From an optimization exercise on the open Yosys and OpenROAD flow, aimed at small area; shortcuts taken in it are not production practice.
RTL that was checked went through simulation tests only; none was proved equivalent to the original.
Power and IR drop assume default switching activity.

==> flow/design.v (excerpt) <==
module i2c_ahb_bridge (
    input  wire        clk_i,
    input  wire        rst_ni,
    input  wire        scl_i,
    input  wire        sda_i,
    output wire        sda_oe_o,
    output wire        sda_o,
    output wire        rw_flag_o,
    output wire        wr_vld_o,
    output wire [ 7:0] wr_data_o,
    output wire        rd_vld_o,
    output wire [ 7:0] rd_data_o,
    input  wire [31:0] HRDATA,
    input  wire        HREADYOUT,
    input  wire        HRESP,
    output wire [31:0] HWDATA,
    output wire [31:0] HADDR,
    output wire [25:0] HADDR_26b,
    output wire [ 2:0] HBURST,
    output wire [ 2:0] HSIZE,
    output wire        HWRITE,
    output wire [ 1:0] HTRANS,
    output wire        HMASTLOCK,
    output wire [ 3:0] HPROT,
    output wire        HREADY,
    output wire        HSEL
);
    wire [31:0] ahb_waddr;
    wire [31:0] ahb_raddr;
    wire r_valid;
    wire [31:0] ahb_wdata;
    wire [31:0] ahb_rdata;
    soft_i2c_slave_ahb #(
        .DEVICE_ADDR(7'h66)
    ) u_soft_i2c_slave_ahb (
        .clk_i      (clk_i),
        .rst_ni     (rst_ni),
        .scl_i      (scl_i),
        .sda_i      (sda_i),
        .sda_oe_o   (sda_oe_o),
        .sda_o      (sda_o),
        .rw_flag_o  (rw_flag_o),
  ...
Size: ~1,400 cells after synthesis, roughly 430 flip-flops, ~170 I/O pins, roughly 0.018 sq mm of cells after synthesis.
clock: 10.0 ns
lec_check: 0
cap_margin: 20
core_margin: 2
core_utilization: 40
slew_margin: 20
standard.sh (not shown) runs the stock make flow with config.mk's settings and CLKGATE_MAP_FILE= SYNTH_SCRIPT=/design/flow/synth_recipe.tcl, a recipe that flattens the netlist after the stock synthesis.
==> flow/flow/run.sh <==
#!/bin/bash
# Standard ORFS layout (the standard.sh, unchanged synthesis, floorplan,
# power grid and tap cells) with three changes to what the layout adds:
#  - ports are buffered with the smallest buffer, sky130_fd_sc_hd__buf_1;
#  - clock tree synthesis uses small clock buffers and no dummy loads.
# Each make step logs to orfs/logs/; the whole run also logs to flow.log.
set -euo pipefail
export BUFFER_PORTS_ARGS="-buffer_cell sky130_fd_sc_hd__buf_1"
export CTS_ARGS="-sink_clustering_enable -repair_clock_nets -dont_use_dummy_load -buf_list sky130_fd_sc_hd__clkbuf_4"
bash standard.sh > flow.log 2>&1
Rerun with:
==> flow/flow/run.sh (replaced) <==
#!/bin/bash
set -euo pipefail
export BUFFER_PORTS_ARGS="-buffer_cell sky130_fd_sc_hd__buf_1"
export CTS_ARGS="-sink_clustering_enable -sink_clustering_size 16 -sink_clustering_max_diameter 60 -repair_clock_nets -dont_use_dummy_load -buf_list sky130_fd_sc_hd__clkbuf_8"
bash standard.sh > flow.log 2>&1
Clock-buffer cell count goes down by 72.
Wire length goes down by 0.97%.
Worst hold slack gets better by 0.034 ns.
Core utilization goes down by 0.71 points.
Synthesized cell count is unchanged.
Via count goes down by 3.3%.
Rerun with:
==> flow/flow/run.sh (replaced) <==
#!/bin/bash
set -euo pipefail
export BUFFER_PORTS_ARGS="-buffer_cell sky130_fd_sc_hd__buf_1"
export CTS_ARGS="-sink_clustering_enable -sink_clustering_size 30 -sink_clustering_max_diameter 80 -repair_clock_nets -dont_use_dummy_load -buf_list sky130_fd_sc_hd__clkbuf_16"
bash standard.sh > flow.log 2>&1
Global-route usage went down by 0.22 points.
Synthesized cell count does not change.
Cell area went up by 0.41%.
No run of this note included a check of the RTL's function; only the layout flow was run.


Another version of the RTL of i2c_ahb_bridge (not shown whole).
Size in the first run: roughly 1100 cells after synthesis, roughly 400 flip-flops, about 170 I/O pins.
export LEC_CHECK = 0
export CAP_MARGIN = 20
export CORE_MARGIN = 2
export CORE_UTILIZATION = 40
export SLEW_MARGIN = 20
create_clock -name core_clock -period 10.0 [get_ports {clk_i}]
==> flow/flow/run.sh <==
#!/bin/bash
# The standard layout (standard.sh) with these changes:
#  - synthesis is ORFS's (synth_recipe.tcl, same coarse synthesis, flip-flop
#    mapping, flattening and renaming, so the same registers), but its ABC step
#    uses the area-oriented script flow/abc_area.script and full adders are not
#    extracted (ADDER_MAP_FILE empty): only the combinational gates change;
#  - ports are buffered with sky130_fd_sc_hd__buf_1, the smallest buffer;
#  - clock tree synthesis clusters up to 16 flip-flops within 60 um under one
#    sky130_fd_sc_hd__clkbuf_8 and inserts no dummy loads.
# ORFS writes each step's log under orfs/logs/; make's output goes to
# synth.log and flow.log.
set -euo pipefail
here=$(pwd)
rm -rf "$here/synth_scripts"
cp -r "$FLOW_HOME/scripts" "$here/synth_scripts"
cp "$here/flow/abc_area.script" "$here/synth_scripts/abc_area.script"
bash standard.sh synth ABC_AREA=1 ADDER_MAP_FILE= SCRIPTS_DIR="$here/synth_scripts" > synth.log 2>&1
export BUFFER_PORTS_ARGS="-buffer_cell sky130_fd_sc_hd__buf_1"
export CTS_ARGS="-sink_clustering_enable -sink_clustering_size 10 -sink_clustering_max_diameter 50 -repair_clock_nets -dont_use_dummy_load -buf_list sky130_fd_sc_hd__clkbuf_4"
bash standard.sh > flow.log 2>&1
==> flow/flow/abc_area.script <==
strash
&get -n
&fraig -x
&put
scorr
dc2
strash
dc2
strash
&get -n
&dch -f
&nf -R 1000 -p -C 32 -F 8 -A 4
&put
Change:
--- a/flow/flow/run.sh
+++ b/flow/flow/run.sh
@@ -18,3 +18,3 @@
 export BUFFER_PORTS_ARGS="-buffer_cell sky130_fd_sc_hd__buf_1"
-export CTS_ARGS="-sink_clustering_enable -sink_clustering_size 10 -sink_clustering_max_diameter 50 -repair_clock_nets -dont_use_dummy_load -buf_list sky130_fd_sc_hd__clkbuf_4"
+export CTS_ARGS="-sink_clustering_enable -sink_clustering_size 16 -sink_clustering_max_diameter 60 -repair_clock_nets -dont_use_dummy_load -buf_list sky130_fd_sc_hd__clkbuf_8"
 bash standard.sh > flow.log 2>&1
==> flow/flow/abc_area.script (replaced) <==
strash
&get -n
&fraig -x
&put
scorr
dc2
strash
&get -n
&dch -f
&nf
&put
CORE_UTILIZATION = 70   (was 40)
Effect: Sequential cell count stays the same; setup slack gains 59 ps; cell area goes down slightly; clock skew goes down by 65 ps; global-route usage increases by 10 points.
Change:
CAP_MARGIN = 0   (was 20)
CORE_UTILIZATION = 40   (was 70)
SLEW_MARGIN = 0   (was 20)
- power increases by about 3%
- global-route usage went down by 11 points
- final area rises by about 2%
- core utilization went down by 32 points
- register-to-register slack got worse by 870 ps
Change:
--- a/flow/flow/run.sh
+++ b/flow/flow/run.sh
@@ -17,4 +17,5 @@
 bash standard.sh synth ABC_AREA=1 ADDER_MAP_FILE= SCRIPTS_DIR="$here/synth_scripts" > synth.log 2>&1
+export REMOVE_ABC_BUFFERS=1
 export BUFFER_PORTS_ARGS="-buffer_cell sky130_fd_sc_hd__buf_1"
-export CTS_ARGS="-sink_clustering_enable -sink_clustering_size 16 -sink_clustering_max_diameter 60 -repair_clock_nets -dont_use_dummy_load -buf_list sky130_fd_sc_hd__clkbuf_8"
+export CTS_ARGS="-sink_clustering_enable -sink_clustering_size 10 -sink_clustering_max_diameter 50 -repair_clock_nets -dont_use_dummy_load -buf_list sky130_fd_sc_hd__clkbuf_4"
 bash standard.sh > flow.log 2>&1
CAP_MARGIN = 20   (was 0)
GPL_TIMING_DRIVEN = 0   (was unset)
SLEW_MARGIN = 20   (was 0)
Worst setup slack gains 300 ps; cell count climbs by 0.45%; sequential power came out higher by about 5%; count of clock-buffer cells in the layout is higher by 13; die area is unchanged; via count went up by 0.68%.


Starting RTL as in the previous note.
## i2c_ahb_bridge
module i2c_ahb_bridge (
    input  wire        clk_i,
    input  wire        rst_ni,
    input  wire        scl_i,
    input  wire        sda_i,
    output wire        sda_oe_o,
    output wire        sda_o,
    output wire        rw_flag_o,
    output wire        wr_vld_o,
    output wire [ 7:0] wr_data_o,
    output wire        rd_vld_o,
    output wire [ 7:0] rd_data_o,
    input  wire [31:0] HRDATA,
    input  wire        HREADYOUT,
    input  wire        HRESP,
    output wire [31:0] HWDATA,
    output wire [31:0] HADDR,
    output wire [25:0] HADDR_26b,
    output wire [ 2:0] HBURST,
    output wire [ 2:0] HSIZE,
    output wire        HWRITE,
    output wire [ 1:0] HTRANS,
    output wire        HMASTLOCK,
    output wire [ 3:0] HPROT,
    output wire        HREADY,
    output wire        HSEL
);
clock: 10.0 ns
lec_check: 0
cap_margin: 20
core_margin: 2
core_utilization: 40
slew_margin: 20
==> flow/flow/run.sh <==
#!/bin/bash
# The standard layout (standard.sh) with these changes:
#  - synthesis is ORFS's (synth_recipe.tcl, same coarse synthesis, flip-flop
#    mapping, flattening and renaming, so the same registers), but its ABC step
#    uses the area-oriented script flow/abc_area.script and full adders are not
#    extracted (ADDER_MAP_FILE empty): only the combinational gates change;
#  - ports are buffered with sky130_fd_sc_hd__buf_1, the smallest buffer;
#  - clock tree synthesis clusters up to 18 flip-flops within 60 um under one
#    sky130_fd_sc_hd__clkbuf_8 and inserts no dummy loads.
# ORFS writes each step's log under orfs/logs/; make's output goes to
# synth.log and flow.log.
set -euo pipefail
here=$(pwd)
rm -rf "$here/synth_scripts"
cp -r "$FLOW_HOME/scripts" "$here/synth_scripts"
cp "$here/flow/abc_area.script" "$here/synth_scripts/abc_area.script"
bash standard.sh synth ABC_AREA=1 ADDER_MAP_FILE= SCRIPTS_DIR="$here/synth_scripts" > synth.log 2>&1
export BUFFER_PORTS_ARGS="-buffer_cell sky130_fd_sc_hd__buf_1"
export CTS_ARGS="-sink_clustering_enable -sink_clustering_size 18 -sink_clustering_max_diameter 60 -repair_clock_nets -dont_use_dummy_load -buf_list sky130_fd_sc_hd__clkbuf_8"
bash standard.sh > flow.log 2>&1
==> flow/flow/abc_area.script <==
strash
&get -n
&fraig -x
&put
scorr
dc2
strash
dc2
strash
&get -n
&dch -f
&nf -R 1000 -p -C 32 -F 8 -A 4
&put
The starting point completed with no timing, DRC or antenna violations.
==> next run, changes <==
--- a/flow/flow/run.sh
+++ b/flow/flow/run.sh
@@ -8 +8 @@
-#  - clock tree synthesis clusters up to 18 flip-flops within 60 um under one
+#  - clock tree synthesis clusters up to 16 flip-flops within 60 um under one
@@ -19 +19 @@
-export CTS_ARGS="-sink_clustering_enable -sink_clustering_size 18 -sink_clustering_max_diameter 60 -repair_clock_nets -dont_use_dummy_load -buf_list sky130_fd_sc_hd__clkbuf_8"
+export CTS_ARGS="-sink_clustering_enable -sink_clustering_size 16 -sink_clustering_max_diameter 60 -repair_clock_nets -dont_use_dummy_load -buf_list sky130_fd_sc_hd__clkbuf_8"
==> flow/flow/abc_area.script (replaced) <==
strash
&get -n
&fraig -x
&put
scorr
dc2
strash
&get -n
&dch -f
&nf
&put
After rerunning:
- routed wire length increases by 0.57%
- total power increases by 1.0%
- synthesized cell count decreases by 1.0%
- clock power increases by about 0.7%
- worst setup slack is worse by 0.17 ns
- sequential cell count does not change
- clock skew increases by 0.014 ns
- final area increases by 0.51%
- non-clock buffer count increases by 2
==> next run, changes <==
--- a/flow/flow/run.sh
+++ b/flow/flow/run.sh
@@ -19 +19 @@
-export CTS_ARGS="-sink_clustering_enable -sink_clustering_size 16 -sink_clustering_max_diameter 60 -repair_clock_nets -dont_use_dummy_load -buf_list sky130_fd_sc_hd__clkbuf_8"
+export CTS_ARGS="-sink_clustering_enable -sink_clustering_size 18 -sink_clustering_max_diameter 60 -repair_clock_nets -dont_use_dummy_load -buf_list sky130_fd_sc_hd__clkbuf_8"
==> flow/flow/abc_area.script (replaced) <==
strash
&get -n
&fraig -x
&put
scorr
dc2
strash
dc2
strash
&get -n
&dch -f
&nf -R 1000 -p -C 32 -F 8 -A 4
&put
After rerunning: Setup slack improves by 0.17 ns. Global-route usage grows by 0.13 points. Wire length decreases by 0.56%.

re-timing with driven ports:
No port has a modelled driver above. Below, the same layouts with a new extraction and two added sets of constraints.
Step 1 assumes that a clkbuf_16 drives the clock port and a buf_2 every other input.
Step 2 moves the port delays by t, midway between the first and last clock arrival at a register: inputs arrive t later, outputs are due t later. That takes back most of the time a late clock gives input paths.
Slacks: ideal / step 1 / step 2; pairs: ideal / step 1.
run | t, ns | setup slack, ns | hold WS [ns] | latest minus earliest clock arrival (ns) | worst slew at a driven data input, ns
the first run of note 1 | 0.826 | 6.489 / 6.489 / 6.232 | 0.371 / 0.371 / 0.371 | 0.089 / 0.089 | 0.04
the second run of note 1 | 0.636 | 6.512 / 6.512 / 6.257 | 0.406 / 0.406 / 0.406 | 0.059 / 0.058 | 0.04
the third run of note 1 | 0.608 | 6.528 / 6.528 / 6.247 | 0.375 / 0.375 / 0.375 | 0.065 / 0.064 | 0.04
the first run of note 2 | 0.787 | 6.413 / 6.411 / 5.623 | 0.358 / 0.358 / 0.358 | 0.107 / 0.107 | 0.05
the second run of note 2 | 0.615 | 6.472 / 6.482 / 5.867 | 0.390 / 0.390 / 0.390 | 0.036 / 0.036 | 0.03
the third run of note 2 | 0.583 | 5.894 / 5.894 / 5.894 | 0.384 / 0.384 / 0.384 | 0.072 / 0.072 | 0.04
the fourth run of note 2 | 0.791 | 6.191 / 6.191 / 5.879 | 0.363 / 0.363 / 0.363 | 0.138 / 0.138 | 0.04
the first run of note 3 | 0.668 | 6.329 / 6.334 / 5.666 | 0.372 / 0.372 / 0.372 | 0.057 / 0.057 | 0.05
the second run of note 3 | 0.658 | 6.162 / 6.162 / 5.915 | 0.404 / 0.404 / 0.404 | 0.068 / 0.069 | 0.04
the third run of note 3 | 0.668 | 6.329 / 6.334 / 5.666 | 0.372 / 0.372 / 0.372 | 0.057 / 0.057 | 0.05
After both steps setup and hold are still met in every run listed. The setup slack of the first run of note 2, which loses most, moves by -0.002 ns with the drivers and by -0.790 ns with both steps.
